From an optimization exercise on the open Yosys and OpenROAD flow, aimed at small area; shortcuts taken in it are not production practice.
In this exercise RTL edits were held to simulation tests only and were not proved equivalent to the original.
The clock input has no modelled driver; a real chip could not lean on it and would need a root buffer or a full tree.

==> inputs of umber <==
==> flow/design.v <==
module sync_fifo(input clk,reset,we,re,input [7:0]data_in, output empty,full,output reg [7:0]data_out);
reg [7:0] mem [15:0];
reg [4:0] count;
integer i;
assign full  = count[4];
assign empty = ~|count;
wire wr = we & ~full;
wire rd = re & ~empty;
wire up = wr & ~rd;
wire dn = rd & ~wr;
always @(posedge clk) begin
  if (wr) begin
    mem[0] <= data_in;
    for (i = 1; i < 16; i = i + 1) mem[i] <= mem[i-1];
  end
end
wire [4:0] t;
assign t[0] = up | dn;
assign t[1] = (up &  count[0])             | (dn & ~count[0]);
assign t[2] = (up & &count[1:0])           | (dn & ~|count[1:0]);
assign t[3] = (up & &count[2:0])           | (dn & ~|count[2:0]);
assign t[4] = (up & &count[3:0])           | (dn & ~|count[3:0]);
always @(posedge clk or posedge reset) begin
  if (reset) count <= 5'd0;
  else count <= count ^ t;
end
wire [3:0] lo_n, hi_n;
genvar k;
generate for (k = 0; k < 4; k = k + 1) begin : pd
  assign lo_n[k] = ~(rd & (count[1:0] == k));
  assign hi_n[k] = ~(count[3:2] == k);
end endgenerate
wire [15:0] sel;
generate for (k = 0; k < 16; k = k + 1) begin : g
  assign sel[k] = ~(lo_n[(k + 1) % 4] | hi_n[((k + 1) % 16) / 4]);
end endgenerate
wire hold = ~rd;
reg [7:0] next_out;
always @* begin
  for (i = 0; i < 8; i = i + 1)
    next_out[i] = ~(~((mem[0][i] & sel[0]) | (mem[1][i] & sel[1]) | (mem[2][i] & sel[2])) &
                    ~((mem[3][i] & sel[3]) | (mem[4][i] & sel[4]) | (mem[5][i] & sel[5])) &
                    ~((mem[6][i] & sel[6]) | (mem[7][i] & sel[7]) | (mem[8][i] & sel[8]))) |
                  ~(~((mem[9][i] & sel[9]) | (mem[10][i] & sel[10]) | (mem[11][i] & sel[11])) &
                    ~((mem[12][i] & sel[12]) | (mem[13][i] & sel[13]) | (mem[14][i] & sel[14])) &
                    ~((mem[15][i] & sel[15]) | (data_out[i] & hold)));
end
always @(posedge clk or posedge reset) begin
  if (reset) data_out <= 8'd0;
  else data_out <= next_out;
end
endmodule
==> flow/flow/run.sh <==
#!/bin/bash
# Own layout flow: the standard ORFS flow (standard.sh), with
#  - an area-oriented ABC mapping script that keeps the RTL's logic structure
#    (ORFS's abc_area.script maps for delay),
#  - no adder extraction before ABC (ADDER_MAP_FILE empty): it turned the
#    counter's XOR/AND pairs into half-adder cells ABC cannot optimise,
#  - port buffers of the smallest buffer, buf_1,
#  - a two-level inverter clock tree built by flow/manual_cts.tcl in place of
#    TritonCTS: the clock port drives one root inverter, which drives leaf
#    inverters, each at the centre of a cluster of flip-flops. The leaf count
#    and the cell sizes are the smallest that keep the estimated flip-flop
#    clock-pin slew under CTS_SLEW_TARGET (ns).
#  - after CTS, repair_timing's power recovery (flow/post_cts.tcl), which
#    downsizes cells that have slack to spare.
# Each step's full output goes to a log file in the work folder.
set -euo pipefail
W=$PWD
rm -rf "$W/scripts"
cp -r "$FLOW_HOME/scripts" "$W/scripts"
cp "$W/flow/abc_area.script" "$W/scripts/abc_area.script"
grep -q 'log_cmd clock_tree_synthesis {\*}$cts_args' "$W/scripts/cts.tcl"
sed -i "s#log_cmd clock_tree_synthesis {\*}\$cts_args#source $W/flow/manual_cts.tcl; manual_cts_search \$::env(CTS_NBUFS) \$::env(CTS_SIZES) \$::env(CTS_SLEW_TARGET)#" "$W/scripts/cts.tcl"
export BUFFER_PORTS_ARGS="-buffer_cell sky130_fd_sc_hd__buf_1"
export CTS_NBUFS="4 5 6 7 8 9 10 12"
export CTS_SIZES="sky130_fd_sc_hd__inv_2 sky130_fd_sc_hd__inv_4 sky130_fd_sc_hd__inv_6 sky130_fd_sc_hd__inv_8 sky130_fd_sc_hd__inv_12 sky130_fd_sc_hd__inv_16"
export CTS_SLEW_TARGET=0.122
export POST_CTS_TCL="$W/flow/post_cts.tcl"
bash standard.sh SCRIPTS_DIR="$W/scripts" ADDER_MAP_FILE= synth > "$W/synth.log" 2>&1
bash standard.sh SCRIPTS_DIR="$W/scripts" finish > "$W/finish.log" 2>&1
==> flow/flow/abc_area.script <==
strash
&get -n
&nf -R 1000
&put
==> flow/flow/manual_cts.tcl <==
# Manual one-level clock tree: the clock port drives NBUF clock buffers, each
# placed at the centre of a k-means cluster of flip-flop clock pins.
proc manual_cts {nbuf bufcell {rootcell ""}} {
  set block [ord::get_db_block]
  set clknet [$block findNet clk]
  set sinks {}
  foreach it [$clknet getITerms] {
    set inst [$it getInst]
    set bb [$inst getBBox]
    lappend sinks [list $it [expr {([$bb xMin]+[$bb xMax])/2.0}] [expr {([$bb yMin]+[$bb yMax])/2.0}] [$inst getName]]
  }
  set sinks [lsort -dictionary -index 3 $sinks]
  set n [llength $sinks]
  # initial centres: sinks spread along a sort by x+y
  set sorted [lsort -real -index 1 [lsort -dictionary -index 3 $sinks]]
  set cx {}; set cy {}
  for {set k 0} {$k < $nbuf} {incr k} {
    set s [lindex $sorted [expr {int(($k + 0.5) * $n / $nbuf)}]]
    lappend cx [lindex $s 1]; lappend cy [lindex $s 2]
  }
  # size-capped k-means
  set cap [expr {int(ceil(double($n) / $nbuf * 1.15))}]
  for {set iter 0} {$iter < 30} {incr iter} {
    # assign sinks to nearest centre with capacity, in order of distance
    set pairs {}
    set i 0
    foreach s $sinks {
      for {set k 0} {$k < $nbuf} {incr k} {
        set d [expr {abs([lindex $s 1]-[lindex $cx $k]) + abs([lindex $s 2]-[lindex $cy $k])}]
        lappend pairs [list $i $k $d]
      }
      incr i
    }
    set pairs [lsort -real -index 2 $pairs]
    array unset asg; array unset cnt
    for {set k 0} {$k < $nbuf} {incr k} {set cnt($k) 0}
    foreach p $pairs {
      lassign $p i k d
      if {[info exists asg($i)]} continue
      if {$cnt($k) >= $cap} continue
      set asg($i) $k; incr cnt($k)
    }
    set ncx {}; set ncy {}
    for {set k 0} {$k < $nbuf} {incr k} {set sx($k) 0.0; set sy($k) 0.0}
    for {set i 0} {$i < $n} {incr i} {
      set k $asg($i); set s [lindex $sinks $i]
      set sx($k) [expr {$sx($k) + [lindex $s 1]}]; set sy($k) [expr {$sy($k) + [lindex $s 2]}]
    }
    for {set k 0} {$k < $nbuf} {incr k} {
      if {$cnt($k) > 0} {
        lappend ncx [expr {$sx($k)/$cnt($k)}]; lappend ncy [expr {$sy($k)/$cnt($k)}]
      } else { lappend ncx [lindex $cx $k]; lappend ncy [lindex $cy $k] }
    }
    set cx $ncx; set cy $ncy
  }
  set master [[ord::get_db] findMaster $bufcell]
  set dbu [$block getDbUnitsPerMicron]
  set srcnet $clknet
  if {$rootcell ne ""} {
    set rmaster [[ord::get_db] findMaster $rootcell]
    set rinst [odb::dbInst_create $block $rmaster "cts_root"]
    set srcnet [odb::dbNet_create $block "cts_clk_root"]
    $srcnet setSigType CLOCK
    [$rinst findITerm A] connect $clknet
    [$rinst getFirstOutput] connect $srcnet
    set mx 0.0; set my 0.0
    for {set k 0} {$k < $nbuf} {incr k} {set mx [expr {$mx + [lindex $cx $k]}]; set my [expr {$my + [lindex $cy $k]}]}
    $rinst setLocation [expr {int($mx/$nbuf)}] [expr {int($my/$nbuf)}]
    $rinst setPlacementStatus PLACED
  }
  for {set k 0} {$k < $nbuf} {incr k} {
    set inst [odb::dbInst_create $block $master "cts_buf_$k"]
    set net [odb::dbNet_create $block "cts_clk_$k"]
    $net setSigType CLOCK
    [$inst findITerm A] connect $srcnet
    [$inst getFirstOutput] connect $net
    $inst setLocation [expr {int([lindex $cx $k])}] [expr {int([lindex $cy $k])}]
    $inst setPlacementStatus PLACED
    set bnet($k) $net
  }
  for {set i 0} {$i < $n} {incr i} {
    set it [lindex [lindex $sinks $i] 0]
    $it disconnect
    $it connect $bnet($asg($i))
  }
  $clknet setSigType CLOCK
  for {set k 0} {$k < $nbuf} {incr k} { puts "cts_buf_$k: $cnt($k) sinks" }
}

# Worst slew over flip-flop clock pins, with placement parasitics.
proc cts_worst_clk_slew {} {
  estimate_parasitics -placement
  set worst 0
  foreach pin [get_pins -hierarchical */CLK] {
    set s [get_property $pin slew_max]
    if {$s > $worst} {set worst $s}
  }
  return $worst
}

# Build the tree, then step the leaf cells up a size list until the clock-pin
# slew estimate is below the target.
proc manual_cts_sized {nbuf sizes rootcell target} {
  manual_cts $nbuf [lindex $sizes 0] $rootcell
  set_propagated_clock [all_clocks]
  set db [ord::get_db]
  set block [ord::get_db_block]
  foreach cell $sizes {
    set master [$db findMaster $cell]
    for {set k 0} {$k < $nbuf} {incr k} { [$block findInst "cts_buf_$k"] swapMaster $master }
    set w [cts_worst_clk_slew]
    puts "manual CTS: $nbuf x $cell, worst clock-pin slew $w"
    if {$w <= $target} break
  }
}

# Undo manual_cts: sinks back on the clock net, tree cells and nets removed.
proc manual_cts_undo {} {
  set block [ord::get_db_block]
  set clknet [$block findNet clk]
  foreach inst [$block getInsts] {
    set name [$inst getName]
    if {![string match cts_buf_* $name]} continue
    set onet [[$inst getFirstOutput] getNet]
    foreach it [$onet getITerms] {
      if {[$it getInst] eq $inst} continue
      $it disconnect
      $it connect $clknet
    }
  }
  foreach inst [$block getInsts] {
    if {[string match cts_* [$inst getName]]} { odb::dbInst_destroy $inst }
  }
  foreach net [$block getNets] {
    if {[string match cts_clk_* [$net getName]]} { odb::dbNet_destroy $net }
  }
}

proc cts_leaf_worst {block k} {
  set inst [$block findInst "cts_buf_$k"]
  set onet [[$inst getFirstOutput] getNet]
  set worst 0
  foreach it [$onet getITerms] {
    if {[$it getInst] eq $inst} continue
    set pin [get_pins "[[$it getInst] getName]/[[$it getMTerm] getName]"]
    set s [get_property $pin slew_max]
    if {$s > $worst} {set worst $s}
  }
  return $worst
}

# Build a tree of nbuf leaves and size each leaf, then the root, to the
# smallest cells from sizes that keep every flip-flop clock-pin slew at or
# below target. Returns the tree's cell area, or -1 if no sizing meets target.
proc cts_build_sized {nbuf sizes target} {
  set db [ord::get_db]
  set block [ord::get_db_block]
  manual_cts $nbuf [lindex $sizes 0] [lindex $sizes end]
  set_propagated_clock [all_clocks]
  for {set k 0} {$k < $nbuf} {incr k} { set lvl($k) 0 }
  set ok 0
  for {set pass 0} {$pass < 20} {incr pass} {
    estimate_parasitics -placement
    set changed 0; set stuck 0
    for {set k 0} {$k < $nbuf} {incr k} {
      if {[cts_leaf_worst $block $k] > $target} {
        if {$lvl($k) < [llength $sizes] - 1} {
          incr lvl($k)
          [$block findInst "cts_buf_$k"] swapMaster [$db findMaster [lindex $sizes $lvl($k)]]
          set changed 1
        } else { set stuck 1 }
      }
    }
    if {!$changed} { set ok [expr {!$stuck}]; break }
  }
  if {!$ok} { return -1 }
  # smallest root that still meets target
  set root [$block findInst cts_root]
  for {set r 0} {$r < [llength $sizes]} {incr r} {
    $root swapMaster [$db findMaster [lindex $sizes $r]]
    if {[cts_worst_clk_slew] <= $target} break
  }
  if {[cts_worst_clk_slew] > $target} {
    $root swapMaster [$db findMaster [lindex $sizes end]]
  }
  set area 0.0
  foreach inst [$block getInsts] {
    if {[string match cts_* [$inst getName]]} {
      set m [$inst getMaster]
      set area [expr {$area + [$m getWidth] * [$m getHeight] / 1e6}]
    }
  }
  return $area
}

# Try each leaf count in nbufs; keep the tree with the least area.
proc manual_cts_search {nbufs sizes target} {
  set best -1; set bestn 0
  foreach n $nbufs {
    set a [cts_build_sized $n $sizes $target]
    puts "manual CTS: $n leaves, tree area $a"
    if {$a > 0 && ($best < 0 || $a < $best)} { set best $a; set bestn $n }
    manual_cts_undo
  }
  if {$bestn == 0} { error "manual CTS: no tree meets the slew target" }
  set a [cts_build_sized $bestn $sizes $target]
  puts "manual CTS: chose $bestn leaves, tree area $a, worst clock-pin slew [cts_worst_clk_slew]"
}
==> flow/flow/post_cts.tcl <==
# After CTS: downsize cells on paths with positive slack (repair_timing's
# power recovery, which also gives back area), then legalize again.
log_cmd repair_timing -recover_power 100 -verbose
detailed_placement
check_placement -verbose
==> flow/standard.sh <==
#!/bin/bash
# synth_recipe.tcl (not shown) runs the flow's synth.tcl, then flattens the netlist and writes it again
# the make line also repeats each setting of config.mk as NAME=value (left out here)
make -C /OpenROAD-flow-scripts/flow DESIGN_CONFIG=/design/flow/config.mk WORK_HOME=/design/flow/orfs CLKGATE_MAP_FILE= SYNTH_SCRIPT=/design/flow/synth_recipe.tcl "${@:-finish}"
==> flow/config.mk <==
export PLATFORM = sky130hd
export DESIGN_NAME = sync_fifo
export DESIGN_NICKNAME = sync_fifo
export VERILOG_FILES = /design/flow/design.v
export SDC_FILE = /design/flow/constraint.sdc
export NUM_CORES = 4
export LEC_CHECK = 0
export ABC_AREA = 1
export CAP_MARGIN = 20
export CORE_MARGIN = 2
export CORE_UTILIZATION = 75
export GPL_TIMING_DRIVEN = 0
export SLEW_MARGIN = 20
==> flow/constraint.sdc <==
create_clock -name core_clock -period 4.0 [get_ports {clk}]
set_input_delay 0.8000 -clock core_clock [delete_from_list [all_inputs] [get_ports {clk}]]
set_output_delay 0.8000 -clock core_clock [all_outputs]
set_load 0.01 [all_outputs]
==> inputs of yarrow, as changes to umber <==
--- a/flow/flow/run.sh
+++ b/flow/flow/run.sh
@@ -2,8 +2,6 @@
 # Own layout flow: the standard ORFS flow (standard.sh), with
 #  - an area-oriented ABC mapping script that keeps the RTL's logic structure
 #    (ORFS's abc_area.script maps for delay),
-#  - no adder extraction before ABC (ADDER_MAP_FILE empty): it turned the
-#    counter's XOR/AND pairs into half-adder cells ABC cannot optimise,
 #  - port buffers of the smallest buffer, buf_1,
 #  - a two-level inverter clock tree built by flow/manual_cts.tcl in place of
 #    TritonCTS: the clock port drives one root inverter, which drives leaf
@@ -23,7 +21,7 @@
 export BUFFER_PORTS_ARGS="-buffer_cell sky130_fd_sc_hd__buf_1"
 export CTS_NBUFS="4 5 6 7 8 9 10 12"
 export CTS_SIZES="sky130_fd_sc_hd__inv_2 sky130_fd_sc_hd__inv_4 sky130_fd_sc_hd__inv_6 sky130_fd_sc_hd__inv_8 sky130_fd_sc_hd__inv_12 sky130_fd_sc_hd__inv_16"
-export CTS_SLEW_TARGET=0.122
+export CTS_SLEW_TARGET=0.110
 export POST_CTS_TCL="$W/flow/post_cts.tcl"
-bash standard.sh SCRIPTS_DIR="$W/scripts" ADDER_MAP_FILE= synth > "$W/synth.log" 2>&1
+bash standard.sh SCRIPTS_DIR="$W/scripts" synth > "$W/synth.log" 2>&1
 bash standard.sh SCRIPTS_DIR="$W/scripts" finish > "$W/finish.log" 2>&1
==> inputs of garnet, as changes to umber <==
--- a/flow/design.v
+++ b/flow/design.v
@@ -27,8 +27,8 @@
 wire [3:0] lo_n, hi_n;
 genvar k;
 generate for (k = 0; k < 4; k = k + 1) begin : pd
-  assign lo_n[k] = ~(rd & (count[1:0] == k));
-  assign hi_n[k] = ~(count[3:2] == k);
+  assign lo_n[k] = ~(count[1:0] == k);
+  assign hi_n[k] = ~(rd & (count[3:2] == k));
 end endgenerate
 wire [15:0] sel;
 generate for (k = 0; k < 16; k = k + 1) begin : g
--- a/flow/flow/run.sh
+++ b/flow/flow/run.sh
@@ -10,6 +10,9 @@
 #    inverters, each at the centre of a cluster of flip-flops. The leaf count
 #    and the cell sizes are the smallest that keep the estimated flip-flop
 #    clock-pin slew under CTS_SLEW_TARGET (ns).
+#  - before repair_design, one buffer of the smallest adequate size on each
+#    net with 32 or more loads (flow/hfn.tcl); repair_design's own buffer
+#    trees for the shift register's write-enable net were several buf_16s,
 #  - after CTS, repair_timing's power recovery (flow/post_cts.tcl), which
 #    downsizes cells that have slack to spare.
 # Each step's full output goes to a log file in the work folder.
@@ -23,7 +26,9 @@
 export BUFFER_PORTS_ARGS="-buffer_cell sky130_fd_sc_hd__buf_1"
 export CTS_NBUFS="4 5 6 7 8 9 10 12"
 export CTS_SIZES="sky130_fd_sc_hd__inv_2 sky130_fd_sc_hd__inv_4 sky130_fd_sc_hd__inv_6 sky130_fd_sc_hd__inv_8 sky130_fd_sc_hd__inv_12 sky130_fd_sc_hd__inv_16"
-export CTS_SLEW_TARGET=0.122
+export CTS_SLEW_TARGET=0.116
 export POST_CTS_TCL="$W/flow/post_cts.tcl"
+export PRE_RESIZE_TCL="$W/flow/pre_resize.tcl"
+export FLOW_DIR_OWN="$W/flow"
 bash standard.sh SCRIPTS_DIR="$W/scripts" ADDER_MAP_FILE= synth > "$W/synth.log" 2>&1
 bash standard.sh SCRIPTS_DIR="$W/scripts" finish > "$W/finish.log" 2>&1
==> flow/flow/hfn.tcl (new file) <==
# Buffer high-fanout signal nets before repair_design: each net with at least
# min_fanout loads gets one buffer at the centre of its loads, sized to the
# smallest cell of sizes whose load-pin slew estimate stays under slew_target
# (ns). repair_design's own buffering of such nets was far larger.
proc hfn_worst_load_slew {net} {
  set worst 0
  foreach it [$net getITerms] {
    if {[$it isOutputSignal]} continue
    set pin [get_pins "[[$it getInst] getName]/[[$it getMTerm] getName]"]
    set s [get_property $pin slew_max]
    if {$s > $worst} {set worst $s}
  }
  return $worst
}

proc buffer_high_fanout {min_fanout sizes slew_target} {
  set db [ord::get_db]
  set block [ord::get_db_block]
  set targets {}
  foreach net [$block getNets] {
    if {[$net getSigType] ne "SIGNAL"} continue
    if {[$net isSpecial]} continue
    set loads {}
    set has_driver 0
    foreach it [$net getITerms] {
      if {[$it isOutputSignal]} { set has_driver 1 } else { lappend loads $it }
    }
    if {!$has_driver || [llength $loads] < $min_fanout} continue
    # leave clock nets alone
    set is_clock 0
    foreach it $loads { if {[[$it getMTerm] getSigType] eq "CLOCK"} { set is_clock 1; break } }
    if {$is_clock} continue
    lappend targets [list $net $loads]
  }
  set n 0
  foreach t $targets {
    lassign $t net loads
    set sx 0.0; set sy 0.0
    foreach it $loads {
      set bb [[$it getInst] getBBox]
      set sx [expr {$sx + ([$bb xMin] + [$bb xMax]) / 2.0}]
      set sy [expr {$sy + ([$bb yMin] + [$bb yMax]) / 2.0}]
    }
    set cnt [llength $loads]
    set inst [odb::dbInst_create $block [$db findMaster [lindex $sizes 0]] "hfn_buf_$n"]
    set onet [odb::dbNet_create $block "hfn_net_$n"]
    foreach it $loads { $it disconnect; $it connect $onet }
    [$inst findITerm A] connect $net
    [$inst getFirstOutput] connect $onet
    $inst setLocation [expr {int($sx / $cnt)}] [expr {int($sy / $cnt)}]
    $inst setPlacementStatus PLACED
    foreach cell $sizes {
      $inst swapMaster [$db findMaster $cell]
      estimate_parasitics -placement
      set w [hfn_worst_load_slew $onet]
      puts "hfn: [$net getName] ($cnt loads) buffered by $cell, worst load slew $w"
      if {$w <= $slew_target} break
    }
    incr n
  }
}
==> flow/flow/pre_resize.tcl (new file) <==
# Before repair_design: one right-sized buffer on each high-fanout net.
source $::env(FLOW_DIR_OWN)/hfn.tcl
buffer_high_fanout 32 {sky130_fd_sc_hd__buf_2 sky130_fd_sc_hd__buf_4 sky130_fd_sc_hd__buf_6 sky130_fd_sc_hd__buf_8 sky130_fd_sc_hd__buf_12 sky130_fd_sc_hd__buf_16} 1.1
detailed_placement
CORE_UTILIZATION = 85   (was 75)
PLACE_DENSITY = 0.92   (was not set)
==> reports/results.env <==
ADDER_CELL_SHARE_OF_THE_SYNTHESIZED_AREA=0
ROUTED-VIA-COUNT=3158
GPL.FINAL_WEIGHTED_CONGESTION=0.882
GROUTE.LAYER.MET3.USAGE=0.121
SYNTH-SIMPLE-AREA-SHARE=0.0460
FULL_DIE_AREA_UM2=6450
OUTCOME='no timing/DRC/antenna violations'
NON_CLOCK_INVERTER_COUNT=9
TIMING.CRITICAL_PATH.TO='data_out[4]$_DFF_PP0_'
WIRE_LENGTH_OF_THE_FIRST_GLOBAL_ROUTING_PASS_UM=19000
AREA_DELTA_SYNTH_FINAL_PCT=5.33
COREAREA_UM2=5570
TIMING.FINAL.CRIT_SHARE=0.932
P_SEQ_mW=2.40
CRITICAL_PATH.MOST_COMMON_CELL='sky130_fd_sc_hd__or3_1'
FRACTION_OF_STANDARD_CELL_AREA_IN_MULTI_INPUT_LOGIC=0.150
DPL-INSTANCE-AREA_UM2=5140
(the above is from garnet)
==> reports/results.env <==
TIMING.CRITICAL_PATH.TO='data_out[3]$_DFF_PP0_'
DPL-INSTANCE-AREA_UM2=5190
FULL_DIE_AREA_UM2=7310
P_SEQ_mW=2.32
CRITICAL_PATH.MOST_COMMON_CELL='sky130_fd_sc_hd__nand2_1'
GROUTE.LAYER.MET3.USAGE=0.0231
NON_CLOCK_INVERTER_COUNT=13
AREA_DELTA_SYNTH_FINAL_PCT=5.55
WIRE_LENGTH_OF_THE_FIRST_GLOBAL_ROUTING_PASS_UM=12900
SYNTH-SIMPLE-AREA-SHARE=0.0447
FRACTION_OF_STANDARD_CELL_AREA_IN_MULTI_INPUT_LOGIC=0.152
GPL.FINAL_WEIGHTED_CONGESTION=0.801
TIMING.FINAL.CRIT_SHARE=0.805
COREAREA_UM2=6390
OUTCOME='no timing/DRC/antenna violations'
ADDER_CELL_SHARE_OF_THE_SYNTHESIZED_AREA=0.00502
(the above is from yarrow)
==> reports/results.env <==
COREAREA_UM2=6390
NON_CLOCK_INVERTER_COUNT=6
CRITICAL_PATH.MOST_COMMON_CELL='sky130_fd_sc_hd__or2_0'
WIRE_LENGTH_OF_THE_FIRST_GLOBAL_ROUTING_PASS_UM=13400
DPL-INSTANCE-AREA_UM2=5310
AREA_DELTA_SYNTH_FINAL_PCT=8.73
SYNTH-SIMPLE-AREA-SHARE=0.0469
GPL.FINAL_WEIGHTED_CONGESTION=0.837
ROUTED-VIA-COUNT=2639
TIMING.FINAL.CRIT_SHARE=0.881
OUTCOME='no timing/DRC/antenna violations'
P_SEQ_mW=2.30
(the above is from umber)
No run of this note takes its clock network from TritonCTS; it comes from the design's own scripts or RTL.

separate check: timing with driven ports:
How much do the figures lean on ideal ports? The routed layouts below were timed once more, with nothing changed but the port constraints.
Step 1, drivers: a clkbuf_16 drives clk and a buf_2 each remaining input, both assumed.
Step 2 also shifts input and output timing later by t, the mid clock arrival at the registers, as if the neighbouring blocks saw the same clock.
Slacks: no drivers / after step 1 / after step 2; pairs: no drivers / after step 1.
run | t (ns) | setup WS [ns] | worst data-port slew with drivers (ns)
umber | 0.315 | 0.478 / 0.478 / 0.478 | 0.04
yarrow | 0.236 | 0.781 / 0.781 / 0.781 | 0.03
garnet | 0.277 | 0.270 / 0.270 / 0.270 | 0.05
After both steps every run listed still meets setup and hold.
